This design comes from an exercise in tuning for small area and a short achievable clock period on the open sky130 flow, not from production work. Only simulation tests tie the RTL to the original design; equivalence was not proved.

==> inputs of 05-05 <==
==> flow/design.v (excerpt) <==
module qrs_top (
    input         clk,
    input         rst,
    input         enable,
    input  [31:0] ecg_in,
    input  [15:0] Tn,
    input  [15:0] Vt1,
    input  [15:0] Vt2,
    input  [15:0] Vt3,
    input  [15:0] Vt4,
    output [15:0] D1,
    output [15:0] D2,
    output [15:0] D3,
    output [15:0] D4,
    output        Select,
    output [31:0] MPavg,
    output        FinalOut
);
==> module SignalMultiplier, before the edit <==
module SignalMultiplier (
    input  [15:0] D1,
    input  [15:0] D2,
    input  [15:0] D3,
    input  [15:0] D4,
    input         Select,
    output [31:0] MPavg
);
    wire [15:0] m1 = Select ? D3 : D1;
    wire [10:0] m2 = Select ? D4[10:0] : D2[10:0];
    wire [26:0] p  = m1 * m2;
    wire [30:0] q  = {4'd0, p} + (Select ? {3'd0, p, 1'b0} : {1'b0, p, 3'b000});
    assign MPavg = {4'd0, q[30:3]};
endmodule
==> module AdaptiveThreshold, before the edit <==
module AdaptiveThreshold (
    input  [15:0] Vt1, Vt2, Vt3, Vt4,
    input  [31:0] MPavg,
    output        Out
);
    wire [15:0] sum = Vt1 + Vt2 + Vt3 + Vt4;
    wire [13:0] m   = sum[15:2];
    wire [15:0] mp  = MPavg[15:0];
    wire [17:0] ta  = {2'b00, mp} - {4'd0, m} - {5'd0, m[13:1]} - 18'd13;
    wire        gta = ~ta[17];
    wire [15:0] l3b = {Vt1[14:0], 1'b0} - {2'b00, m} - 16'd8;
    wire        gtb = mp > l3b;
    wire found = (MPavg > 32'd500);
    assign Out = (MPavg[31:16] != 16'd0) | (found ? gta : gtb);
endmodule
Settings: LEC_CHECK=0, CAP_MARGIN=20, CORE_MARGIN=2, CORE_UTILIZATION=65, SLEW_MARGIN=20; clock period 36.0 ns.
run.sh (not shown) runs the stock make flow with config.mk's settings and CLKGATE_MAP_FILE= SYNTH_SCRIPT=/design/flow/synth_recipe.tcl, a recipe that flattens the netlist after the stock synthesis.
==> 03-08 (differences from 05-05) <==
Settings changed: ABC_AREA from default to 1.
==> 04-27 (differences from 05-05) <==
--- a/flow/design.v
+++ b/flow/design.v
@@ -166,5 +166,5 @@
     wire [10:0] m2 = Select ? D4[10:0] : D2[10:0];
     wire [26:0] p  = m1 * m2;
-    wire [30:0] q  = {4'd0, p} + (Select ? {3'd0, p, 1'b0} : {1'b0, p, 3'b000});
+    wire [30:0] q  = Select ? ({p, 1'b0} + p) : ({p, 3'b000} + p);
     assign MPavg = {4'd0, q[30:3]};
 endmodule
@@ -174,13 +174,11 @@
     output        Out
 );
-    wire [15:0] sum = Vt1 + Vt2 + Vt3 + Vt4;
-    wire [13:0] m   = sum[15:2];
-    wire [15:0] mp  = MPavg[15:0];
-    wire [17:0] ta  = {2'b00, mp} - {4'd0, m} - {5'd0, m[13:1]} - 18'd13;
-    wire        gta = ~ta[17];
-    wire [15:0] l3b = {Vt1[14:0], 1'b0} - {2'b00, m} - 16'd8;
-    wire        gtb = mp > l3b;
-    wire found = (MPavg > 32'd500);
-    assign Out = (MPavg[31:16] != 16'd0) | (found ? gta : gtb);
+    wire [15:0] sum     = Vt1 + Vt2 + Vt3 + Vt4;
+    wire [15:0] lambda1 = {2'b00, sum[15:2]} + 16'd8;
+    wire [15:0] l3a     = lambda1 + {1'b0, lambda1[15:1]};
+    wire [15:0] l3b     = {Vt1[14:0], 1'b0} - lambda1;
+    wire        found   = (MPavg > 32'd500);
+    wire [15:0] lambda3 = found ? l3a : l3b;
+    assign Out = (MPavg > {16'd0, lambda3});
 endmodule
 module qrs_top (
Settings changed: CORE_UTILIZATION 65 to 40.
==> impl_results.md <==
* Most frequent cells in the layout: inv_1 (1148), nand2_1 (1131), ha_1 (616)
* GR Layer Usage met1 at 0.448
* Synthesized area per cell at 7.74 um2
* Status: timing/DRC/antenna clean
* Fraction of met3 tracks used by global routing at 0.0350
* FMAX at 46.7 MHz
* Worst setup path start: Vt1[1]
* Area of the multi-input gates at 0.0334 mm2
# the run above: 03-08

==> impl_results.md <==
* GR Layer Usage met1 at 0.262
* Area of the multi-input gates at 0.0334 mm2
* Fraction of met3 tracks used by global routing at 0.0243
* Crit path required time at 28.80 ns
* FF+latch count at 214
* Clock latency (worst-skew pair) at 0.58 ns
* Status: timing/DRC/antenna clean
* Most frequent cells in the layout: inv_1 (735), ha_1 (608), fa_1 (507)
* Worst setup path start: Vt1[2]
* Clock tree buffer depth at 3
# the run above: 04-27

==> impl_results.md <==
* Status: timing/DRC/antenna clean
* GR Layer Usage met1 at 0.417
* Synthesized area per cell at 9.24 um2
* Worst setup path start: Vt1[0]
* FF+latch count at 214
* Data buffer area share at 0.0457
* Fraction of met3 tracks used by global routing at 0.0395
* Most frequent cells in the layout: inv_1 (785), ha_1 (616), fa_1 (503)
* Clock tree buffer depth at 3
# the run above: 05-05

afterwards: timing with drivers on the ports:
The results above use ideal ports. As a check the final layouts listed here were re-extracted and re-timed, cells and wires unchanged.
Step 1 (the two cells are an assumption about what drives the block):
set clk [get_ports {clk}]
set_driving_cell -lib_cell sky130_fd_sc_hd__clkbuf_16 $clk
set_driving_cell -lib_cell sky130_fd_sc_hd__buf_2 [delete_from_list [all_inputs] $clk]
Step 2 also shifts input and output timing later by t, the mid clock arrival at the registers, as if the neighbouring blocks saw the same clock.
Slacks: no drivers / after step 1 / after step 2; pairs: no drivers / after step 1.
run	t, ns	setup WS [ns]	latest minus earliest clock arrival (ns)	worst data-port slew with drivers (ns)	cell pins on the clock port's net
05-05	0.651	13.755 / 13.730 / 13.730	0.035 / 0.036	0.07	1
03-08	0.631	14.589 / 14.563 / 14.563	0.022 / 0.022	0.05	1
04-27	0.642	14.064 / 14.042 / 14.042	0.020 / 0.020	0.04	1
After both steps setup and hold are still met in every run listed. The setup slack of 03-08, which loses most, moves by -0.026 ns with the drivers and by -0.026 ns with both steps.
